Source: an optimization exercise on an open RTL-to-GDS flow (aim: small area, a short achievable clock period and few clock cycles per item). Production flows keep margins and buffers that such runs may drop.
In this exercise RTL edits were held to simulation tests only and were not proved equivalent to the original.

==> quartz: inputs <==
// bitcoin_hash
module bitcoin_hash(input logic clk, reset_n, start,
	input logic [15:0] message_addr, output_addr,
	output logic done, mem_we,
	output logic [15:0] mem_addr,
	output logic [31:0] mem_write_data,
	input logic [31:0] mem_read_data);
	function automatic logic [31:0] k(input logic [5:0] i);
		case (i)
			6'd0: k = 32'h428a2f98;
			6'd1: k = 32'h71374491;
			6'd2: k = 32'hb5c0fbcf;
			6'd3: k = 32'he9b5dba5;
			6'd4: k = 32'h3956c25b;
			6'd5: k = 32'h59f111f1;
			6'd6: k = 32'h923f82a4;
			6'd7: k = 32'hab1c5ed5;
			6'd8: k = 32'hd807aa98;
			6'd9: k = 32'h12835b01;
			6'd10: k = 32'h243185be;
			6'd11: k = 32'h550c7dc3;
			6'd12: k = 32'h72be5d74;
			6'd13: k = 32'h80deb1fe;
			6'd14: k = 32'h9bdc06a7;
			6'd15: k = 32'hc19bf174;
			6'd16: k = 32'he49b69c1;
			6'd17: k = 32'hefbe4786;
			6'd18: k = 32'h0fc19dc6;
			6'd19: k = 32'h240ca1cc;
			6'd20: k = 32'h2de92c6f;
			6'd21: k = 32'h4a7484aa;
			6'd22: k = 32'h5cb0a9dc;
			6'd23: k = 32'h76f988da;
			6'd24: k = 32'h983e5152;
			6'd25: k = 32'ha831c66d;
			6'd26: k = 32'hb00327c8;
			6'd27: k = 32'hbf597fc7;
			6'd28: k = 32'hc6e00bf3;
			6'd29: k = 32'hd5a79147;
			6'd30: k = 32'h06ca6351;
			6'd31: k = 32'h14292967;
			6'd32: k = 32'h27b70a85;
			6'd33: k = 32'h2e1b2138;
			6'd34: k = 32'h4d2c6dfc;
			6'd35: k = 32'h53380d13;
			6'd36: k = 32'h650a7354;
			6'd37: k = 32'h766a0abb;
			6'd38: k = 32'h81c2c92e;
			6'd39: k = 32'h92722c85;
			6'd40: k = 32'ha2bfe8a1;
			6'd41: k = 32'ha81a664b;
			6'd42: k = 32'hc24b8b70;
			6'd43: k = 32'hc76c51a3;
			6'd44: k = 32'hd192e819;
			6'd45: k = 32'hd6990624;
			6'd46: k = 32'hf40e3585;
			6'd47: k = 32'h106aa070;
			6'd48: k = 32'h19a4c116;
			6'd49: k = 32'h1e376c08;
			6'd50: k = 32'h2748774c;
			6'd51: k = 32'h34b0bcb5;
			6'd52: k = 32'h391c0cb3;
			6'd53: k = 32'h4ed8aa4a;
			6'd54: k = 32'h5b9cca4f;
			6'd55: k = 32'h682e6ff3;
			6'd56: k = 32'h748f82ee;
  ...
Settings: LEC_CHECK=0, CAP_MARGIN=20, CORE_MARGIN=2, CORE_UTILIZATION=40, SETUP_SLACK_MARGIN=5, SLEW_MARGIN=20; clock period 9.0 ns.
run.sh (not shown) runs the stock make flow with config.mk's settings and CLKGATE_MAP_FILE= SYNTH_SCRIPT=/design/flow/synth_recipe.tcl, a recipe that flattens the netlist after the stock synthesis.
==> umber: changes against quartz <==
--- a/flow/design.v
+++ b/flow/design.v
@@ -96,49 +96,75 @@
 	logic [31:0] p;
 	logic [7:0] u;
 	logic [5:0] kj;
 	logic [4:0] n;
 	logic b1, run;
 	logic [31:0] s0, s1, ch, maj, a_new, e_new;
-	logic [31:0] x1s, x1c, x2s, x2c, x3s, x3c, x4s, x4c;
+	logic [31:0] x1s, x1c, x2s, x2c, x3s, x3c, x4s, x4c, x5s, x5c;
 	always_comb begin
 		s1 = ror(e, 6) ^ ror(e, 11) ^ ror(e, 25);
 		ch = (e & f) ^ (~e & g);
 		s0 = ror(a, 2) ^ ror(a, 13) ^ ror(a, 22);
 		maj = (a & b) ^ (a & c) ^ (b & c);
-		{x1s, x1c} = csa(p, s1, ch);
-		{x2s, x2c} = csa(x1s, x1c, d);
+		{x1s, x1c} = csa(p, ch, d);
+		{x2s, x2c} = csa(x1s, x1c, s1);
 		e_new = x2s + x2c;
-		{x3s, x3c} = csa(x1s, x1c, s0);
-		{x4s, x4c} = csa(x3s, x3c, maj);
-		a_new = x4s + x4c;
-	end
-	logic st_mid, st_iv, park, ff_first, ff_on, mid_shift, fold;
-	logic blk2_setup, w_mem, w_form, w_ff, w_nonce, w_pad, w_640, w_256;
-	always_comb begin
-		blk2_setup = run && !b1 && u == 8'd0;
-		st_mid = blk2_setup;
-		st_iv = run && u == 8'd66;
-		park = run && (b1 ? u == 8'd131 : u == 8'd65);
-		ff_first = park;
-		ff_on = run && (b1 ? (u >= 8'd131 && u <= 8'd138) : (u >= 8'd65 && u <= 8'd72));
-		mid_shift = ff_on;
-		fold = run && !b1 && u == 8'd129;
-		w_form = run && ((u >= 8'd81 && u <= 8'd128) || (!b1 && u >= 8'd15 && u <= 8'd62));
-		w_mem = run && (b1 ? ((u >= 8'd65 && u <= 8'd80) || u == 8'd138)
-		                   : (u == 8'd129 || u == 8'd0 || u == 8'd1));
-		w_ff = run && !b1 && u >= 8'd65 && u <= 8'd72;
-		w_nonce = run && !b1 && u == 8'd2;
-		w_pad = run && !b1 && (u == 8'd3 || u == 8'd73);
-		w_640 = run && !b1 && u == 8'd14;
-		w_256 = run && !b1 && u == 8'd80;
+		{x3s, x3c} = csa(p, ch, maj);
+		{x4s, x4c} = csa(x3s, x3c, s1);
+		{x5s, x5c} = csa(x4s, x4c, s0);
+		a_new = x5s + x5c;
+	end
+	logic run_n, b1_n;
+	logic [7:0] u_n;
+	always_comb begin
+		run_n = run;
+		b1_n = b1;
+		u_n = u + 8'd1;
+		if (!run) begin
+			if (start) begin
+				run_n = 1;
+				b1_n = 1;
+				u_n = 8'd64;
+			end
+		end else if (b1) begin
+			if (u == 8'd138) begin
+				b1_n = 0;
+				u_n = 8'd0;
+			end
+		end else begin
+			if (u == 8'd129) u_n = 8'd0;
+			if (u == 8'd0 && n == 5'd15) run_n = 0;
+		end
+	end
+	logic st_mid, st_iv, park, ff_on, fold, kj_clr;
+	logic w_mem, w_form, w_ff, w_nonce, w_pad, w_640, w_256;
+	always_ff @(posedge clk, negedge reset_n) begin
+		if (!reset_n) begin
+			st_mid <= 0; st_iv <= 0; park <= 0; ff_on <= 0; fold <= 0; kj_clr <= 0;
+			w_mem <= 0; w_form <= 0; w_ff <= 0; w_nonce <= 0; w_pad <= 0; w_640 <= 0; w_256 <= 0;
+		end else begin
+			st_mid <= run_n && !b1_n && u_n == 8'd0;
+			st_iv <= run_n && u_n == 8'd66;
+			park <= run_n && (b1_n ? u_n == 8'd131 : u_n == 8'd65);
+			ff_on <= run_n && (b1_n ? (u_n >= 8'd131 && u_n <= 8'd138) : (u_n >= 8'd65 && u_n <= 8'd72));
+			fold <= run_n && !b1_n && u_n == 8'd129;
+			kj_clr <= u_n == 8'd65 || (b1_n ? (u_n == 8'd130 || u_n == 8'd138) : u_n == 8'd129);
+			w_form <= run_n && ((u_n >= 8'd81 && u_n <= 8'd128) || (!b1_n && u_n >= 8'd15 && u_n <= 8'd62));
+			w_mem <= run_n && (b1_n ? ((u_n >= 8'd65 && u_n <= 8'd80) || u_n == 8'd138)
+			                        : (u_n == 8'd129 || u_n == 8'd0 || u_n == 8'd1));
+			w_ff <= run_n && !b1_n && u_n >= 8'd65 && u_n <= 8'd72;
+			w_nonce <= run_n && !b1_n && u_n == 8'd2;
+			w_pad <= run_n && !b1_n && (u_n == 8'd3 || u_n == 8'd73);
+			w_640 <= run_n && !b1_n && u_n == 8'd14;
+			w_256 <= run_n && !b1_n && u_n == 8'd80;
+		end
 	end
 	logic [31:0] ff_x, ff_y, ff;
 	always_comb begin
-		ff_x = b1 ? iv(3'(u - 8'd131)) : mid[0];
-		ff_y = ff_first ? a : w[0];
+		ff_x = b1 ? iv(kj[2:0]) : mid[0];
+		ff_y = park ? a : w[0];
 		ff = ff_x + ff_y;
 	end
 	logic [31:0] wf, wnew, y1s, y1c, y2s, y2c;
 	always_comb begin
 		{y1s, y1c} = csa(ror(w[14], 17) ^ ror(w[14], 19) ^ (w[14] >> 10), w[9],
 		                 ror(w[1], 7) ^ ror(w[1], 18) ^ (w[1] >> 3));
@@ -147,13 +173,13 @@
 		wnew = ({32{w_form}} & wf) | ({32{w_mem}} & mem_read_data) | ({32{w_ff}} & ff)
 		     | ({32{w_nonce}} & {27'd0, n}) | (w_pad ? 32'h80000000 : 32'd0)
 		     | (w_640 ? 32'd640 : 32'd0) | (w_256 ? 32'd256 : 32'd0);
 	end
 	logic [31:0] p_h, p_k;
 	always_comb begin
-		p_h = st_iv ? iv(3'd7) : (blk2_setup ? mid[7] : g);
+		p_h = st_iv ? iv(3'd7) : (st_mid ? mid[7] : g);
 		p_k = fold ? 32'h307b5f59 : k(kj);	 
 	end
 	always_ff @(posedge clk) begin
 		if (st_mid) begin
 			a <= mid[0]; b <= mid[1]; c <= mid[2]; d <= mid[3];
 			e <= mid[4]; f <= mid[5]; g <= mid[6]; h <= mid[7];
@@ -169,54 +195,47 @@
 		for (int i = 0; i < 15; i++) w[i] <= w[i+1];
 		w[15] <= wnew;
 		if (park) begin
 			w[0] <= b; w[1] <= c; w[2] <= d; w[3] <= e;
 			w[4] <= f; w[5] <= g; w[6] <= h;
 		end
-		if (mid_shift) begin
+		if (ff_on) begin
 			for (int i = 0; i < 7; i++) mid[i] <= mid[i+1];
 			mid[7] <= b1 ? ff : mid[0];
 		end
-		if (u == 8'd65 || u == 8'd129 || u == 8'd138) kj <= 6'd0;
+		if (kj_clr) kj <= 6'd0;
 		else kj <= kj + 6'd1;
 	end
 	always_ff @(posedge clk, negedge reset_n) begin
 		if (!reset_n) begin
 			run <= 0;
 			b1 <= 0;
 			u <= 0;
 			n <= 0;
 			done <= 1;
 			mem_we <= 0;
 			mem_addr <= 0;
 		end else begin
+			run <= run_n;
+			b1 <= b1_n;
+			u <= u_n;
 			mem_we <= 0;
 			mem_addr <= mem_addr + 16'd1;
-			u <= u + 8'd1;
 			if (!run) begin
 				done <= !start;
 				if (start) begin
-					run <= 1;
-					b1 <= 1;
-					u <= 8'd64;
 					n <= 5'd31;
 					mem_addr <= message_addr;
 				end
 			end else if (b1) begin
 				if (u == 8'd136) mem_addr <= message_addr + 16'd16;
-				if (u == 8'd138) begin
-					b1 <= 0;
-					u <= 8'd0;
-				end
 			end else begin
 				if (u == 8'd127) mem_addr <= message_addr + 16'd16;
-				if (u == 8'd129) u <= 8'd0;
 				if (u == 8'd0 && n != 5'd31) begin
 					mem_we <= 1;
 					mem_addr <= output_addr + {12'd0, n[3:0]};
-					if (n == 5'd15) run <= 0;
 				end
 				if (u == 8'd1) n <= n + 5'd1;
 			end
 		end
 	end
 endmodule
ABC_AREA = 1   (was unset)
CTS_CLUSTER_DIAMETER = 60   (was unset)
CTS_CLUSTER_SIZE = 25   (was unset)
TNS_END_PERCENT = 10   (was unset)
==> nickel: changes against quartz <==
--- a/flow/design.v
+++ b/flow/design.v
@@ -96,49 +96,75 @@
 	logic [31:0] p;
 	logic [7:0] u;
 	logic [5:0] kj;
 	logic [4:0] n;
 	logic b1, run;
 	logic [31:0] s0, s1, ch, maj, a_new, e_new;
-	logic [31:0] x1s, x1c, x2s, x2c, x3s, x3c, x4s, x4c;
+	logic [31:0] x1s, x1c, x2s, x2c, x3s, x3c, x4s, x4c, x5s, x5c;
 	always_comb begin
 		s1 = ror(e, 6) ^ ror(e, 11) ^ ror(e, 25);
 		ch = (e & f) ^ (~e & g);
 		s0 = ror(a, 2) ^ ror(a, 13) ^ ror(a, 22);
 		maj = (a & b) ^ (a & c) ^ (b & c);
-		{x1s, x1c} = csa(p, s1, ch);
-		{x2s, x2c} = csa(x1s, x1c, d);
+		{x1s, x1c} = csa(p, ch, d);
+		{x2s, x2c} = csa(x1s, x1c, s1);
 		e_new = x2s + x2c;
-		{x3s, x3c} = csa(x1s, x1c, s0);
-		{x4s, x4c} = csa(x3s, x3c, maj);
-		a_new = x4s + x4c;
-	end
-	logic st_mid, st_iv, park, ff_first, ff_on, mid_shift, fold;
-	logic blk2_setup, w_mem, w_form, w_ff, w_nonce, w_pad, w_640, w_256;
-	always_comb begin
-		blk2_setup = run && !b1 && u == 8'd0;
-		st_mid = blk2_setup;
-		st_iv = run && u == 8'd66;
-		park = run && (b1 ? u == 8'd131 : u == 8'd65);
-		ff_first = park;
-		ff_on = run && (b1 ? (u >= 8'd131 && u <= 8'd138) : (u >= 8'd65 && u <= 8'd72));
-		mid_shift = ff_on;
-		fold = run && !b1 && u == 8'd129;
-		w_form = run && ((u >= 8'd81 && u <= 8'd128) || (!b1 && u >= 8'd15 && u <= 8'd62));
-		w_mem = run && (b1 ? ((u >= 8'd65 && u <= 8'd80) || u == 8'd138)
-		                   : (u == 8'd129 || u == 8'd0 || u == 8'd1));
-		w_ff = run && !b1 && u >= 8'd65 && u <= 8'd72;
-		w_nonce = run && !b1 && u == 8'd2;
-		w_pad = run && !b1 && (u == 8'd3 || u == 8'd73);
-		w_640 = run && !b1 && u == 8'd14;
-		w_256 = run && !b1 && u == 8'd80;
+		{x3s, x3c} = csa(p, ch, maj);
+		{x4s, x4c} = csa(x3s, x3c, s1);
+		{x5s, x5c} = csa(x4s, x4c, s0);
+		a_new = x5s + x5c;
+	end
+	logic run_n, b1_n;
+	logic [7:0] u_n;
+	always_comb begin
+		run_n = run;
+		b1_n = b1;
+		u_n = u + 8'd1;
+		if (!run) begin
+			if (start) begin
+				run_n = 1;
+				b1_n = 1;
+				u_n = 8'd64;
+			end
+		end else if (b1) begin
+			if (u == 8'd138) begin
+				b1_n = 0;
+				u_n = 8'd0;
+			end
+		end else begin
+			if (u == 8'd129) u_n = 8'd0;
+			if (u == 8'd0 && n == 5'd15) run_n = 0;
+		end
+	end
+	logic st_mid, st_iv, park, ff_on, fold, kj_clr;
+	logic w_mem, w_form, w_ff, w_nonce, w_pad, w_640, w_256;
+	always_ff @(posedge clk, negedge reset_n) begin
+		if (!reset_n) begin
+			st_mid <= 0; st_iv <= 0; park <= 0; ff_on <= 0; fold <= 0; kj_clr <= 0;
+			w_mem <= 0; w_form <= 0; w_ff <= 0; w_nonce <= 0; w_pad <= 0; w_640 <= 0; w_256 <= 0;
+		end else begin
+			st_mid <= run_n && !b1_n && u_n == 8'd0;
+			st_iv <= run_n && u_n == 8'd66;
+			park <= run_n && (b1_n ? u_n == 8'd131 : u_n == 8'd65);
+			ff_on <= run_n && (b1_n ? (u_n >= 8'd131 && u_n <= 8'd138) : (u_n >= 8'd65 && u_n <= 8'd72));
+			fold <= run_n && !b1_n && u_n == 8'd129;
+			kj_clr <= u_n == 8'd65 || (b1_n ? (u_n == 8'd130 || u_n == 8'd138) : u_n == 8'd129);
+			w_form <= run_n && ((u_n >= 8'd81 && u_n <= 8'd128) || (!b1_n && u_n >= 8'd15 && u_n <= 8'd62));
+			w_mem <= run_n && (b1_n ? ((u_n >= 8'd65 && u_n <= 8'd80) || u_n == 8'd138)
+			                        : (u_n == 8'd129 || u_n == 8'd0 || u_n == 8'd1));
+			w_ff <= run_n && !b1_n && u_n >= 8'd65 && u_n <= 8'd72;
+			w_nonce <= run_n && !b1_n && u_n == 8'd2;
+			w_pad <= run_n && !b1_n && (u_n == 8'd3 || u_n == 8'd73);
+			w_640 <= run_n && !b1_n && u_n == 8'd14;
+			w_256 <= run_n && !b1_n && u_n == 8'd80;
+		end
 	end
 	logic [31:0] ff_x, ff_y, ff;
 	always_comb begin
-		ff_x = b1 ? iv(3'(u - 8'd131)) : mid[0];
-		ff_y = ff_first ? a : w[0];
+		ff_x = b1 ? iv(kj[2:0]) : mid[0];
+		ff_y = park ? a : w[0];
 		ff = ff_x + ff_y;
 	end
 	logic [31:0] wf, wnew, y1s, y1c, y2s, y2c;
 	always_comb begin
 		{y1s, y1c} = csa(ror(w[14], 17) ^ ror(w[14], 19) ^ (w[14] >> 10), w[9],
 		                 ror(w[1], 7) ^ ror(w[1], 18) ^ (w[1] >> 3));
@@ -147,13 +173,13 @@
 		wnew = ({32{w_form}} & wf) | ({32{w_mem}} & mem_read_data) | ({32{w_ff}} & ff)
 		     | ({32{w_nonce}} & {27'd0, n}) | (w_pad ? 32'h80000000 : 32'd0)
 		     | (w_640 ? 32'd640 : 32'd0) | (w_256 ? 32'd256 : 32'd0);
 	end
 	logic [31:0] p_h, p_k;
 	always_comb begin
-		p_h = st_iv ? iv(3'd7) : (blk2_setup ? mid[7] : g);
+		p_h = st_iv ? iv(3'd7) : (st_mid ? mid[7] : g);
 		p_k = fold ? 32'h307b5f59 : k(kj);	 
 	end
 	always_ff @(posedge clk) begin
 		if (st_mid) begin
 			a <= mid[0]; b <= mid[1]; c <= mid[2]; d <= mid[3];
 			e <= mid[4]; f <= mid[5]; g <= mid[6]; h <= mid[7];
@@ -169,54 +195,47 @@
 		for (int i = 0; i < 15; i++) w[i] <= w[i+1];
 		w[15] <= wnew;
 		if (park) begin
 			w[0] <= b; w[1] <= c; w[2] <= d; w[3] <= e;
 			w[4] <= f; w[5] <= g; w[6] <= h;
 		end
-		if (mid_shift) begin
+		if (ff_on) begin
 			for (int i = 0; i < 7; i++) mid[i] <= mid[i+1];
 			mid[7] <= b1 ? ff : mid[0];
 		end
-		if (u == 8'd65 || u == 8'd129 || u == 8'd138) kj <= 6'd0;
+		if (kj_clr) kj <= 6'd0;
 		else kj <= kj + 6'd1;
 	end
 	always_ff @(posedge clk, negedge reset_n) begin
 		if (!reset_n) begin
 			run <= 0;
 			b1 <= 0;
 			u <= 0;
 			n <= 0;
 			done <= 1;
 			mem_we <= 0;
 			mem_addr <= 0;
 		end else begin
+			run <= run_n;
+			b1 <= b1_n;
+			u <= u_n;
 			mem_we <= 0;
 			mem_addr <= mem_addr + 16'd1;
-			u <= u + 8'd1;
 			if (!run) begin
 				done <= !start;
 				if (start) begin
-					run <= 1;
-					b1 <= 1;
-					u <= 8'd64;
 					n <= 5'd31;
 					mem_addr <= message_addr;
 				end
 			end else if (b1) begin
 				if (u == 8'd136) mem_addr <= message_addr + 16'd16;
-				if (u == 8'd138) begin
-					b1 <= 0;
-					u <= 8'd0;
-				end
 			end else begin
 				if (u == 8'd127) mem_addr <= message_addr + 16'd16;
-				if (u == 8'd129) u <= 8'd0;
 				if (u == 8'd0 && n != 5'd31) begin
 					mem_we <= 1;
 					mem_addr <= output_addr + {12'd0, n[3:0]};
-					if (n == 5'd15) run <= 0;
 				end
 				if (u == 8'd1) n <= n + 5'd1;
 			end
 		end
 	end
 endmodule
ABC_AREA = 1   (was unset)
CORE_UTILIZATION = 50   (was 40)
PLACE_DENSITY = 0.8   (was unset)
TNS_END_PERCENT = 10   (was unset)
==> comparison table <==
| item | umber | quartz | nickel |
|---|---|---|---|
| Fraction of area in clock buffers and inverters | 0.0541 | 0.0608 | 0.0635 |
| Outcome | complete, no violations | complete, no violations | complete, no violations |
| Slowest Stage Delay on Critical Path | 0.53 ns | 0.41 ns | 0.68 ns |
| Startpoint of the worst setup timing path | b[0]$_DFF_P_ | u[5]$_DFF_PN0_ | a[30]$_DFF_P_ |
| Worst path arrival time | 4.70 ns | 5.43 ns | 4.95 ns |
| Transition time at the pin with the least slew margin | 1.12 ns | 0.983 ns | 1.09 ns |
| Overall fraction of global-route tracks in use | 0.335 | 0.311 | 0.389 |
| Total wire length | 254 mm | 224 mm | 238 mm |
| Flops & latches, synth | 1172 | 1159 | 1172 |
| TritonCTS sink count | 1172 | 1159 | 1172 |
| Multi-input gate share of the layout cell area | 0.426 | 0.440 | 0.425 |
| Adder-cell share of the synthesized area | 0.128 | 0.128 | 0.128 |
| Post-synthesis instance area | 0.0583 mm² | 0.0549 mm² | 0.0583 mm² |
| Number of clock buffer instances in the layout | 111 | 168 | 160 |
| Width of the die | 386 µm | 374 µm | 346 µm |
| Worst-case register-to-register setup slack | 4.94 ns | 4.09 ns | 4.66 ns |
| Starting utilization of the core area | 0.402 | 0.404 | 0.503 |
Testbench counts of quartz, summed over its fixed seeds: cycles 51,792, jobs 24.
Testbench counts of umber, summed over its fixed seeds: cycles 51,792, jobs 24.
Testbench counts of nickel, summed over its fixed seeds: cycles 51,792, jobs 24.

-- static timing again, ports no longer ideal --
In the flow no input, the clock included, has a driving cell. The finished layouts below were timed again as built, in two steps. Step 1, drivers: a clkbuf_16 drives clk and a buf_2 each remaining input, both assumed. Step 2 times the ports against the registers' clock, not the clock port: input delays grow and output delays shrink by t, the midpoint of the rising clock arrivals with the driver on. a / b / c = no drivers / after step 1 / after step 2; a / b = the first two.
run | t (ns) | setup slack, ns | slew at the worst register clock pin (ns) | worst data-port slew with drivers (ns) | cell pins on the clock port's net
quartz | 0.840 | 4.093 / 4.093 / 4.093 | 0.07 / 0.07 | 0.07 | 1
umber | 0.850 | 4.937 / 4.937 / 4.257 | 0.10 / 0.10 | 0.11 | 1
nickel | 0.815 | 4.662 / 4.662 / 4.561 | 0.07 / 0.07 | 0.09 | 1
After both steps setup and hold are still met in every run listed. The setup slack of umber, which loses most, moves by 0.000 ns with the drivers and by -0.680 ns with both steps.
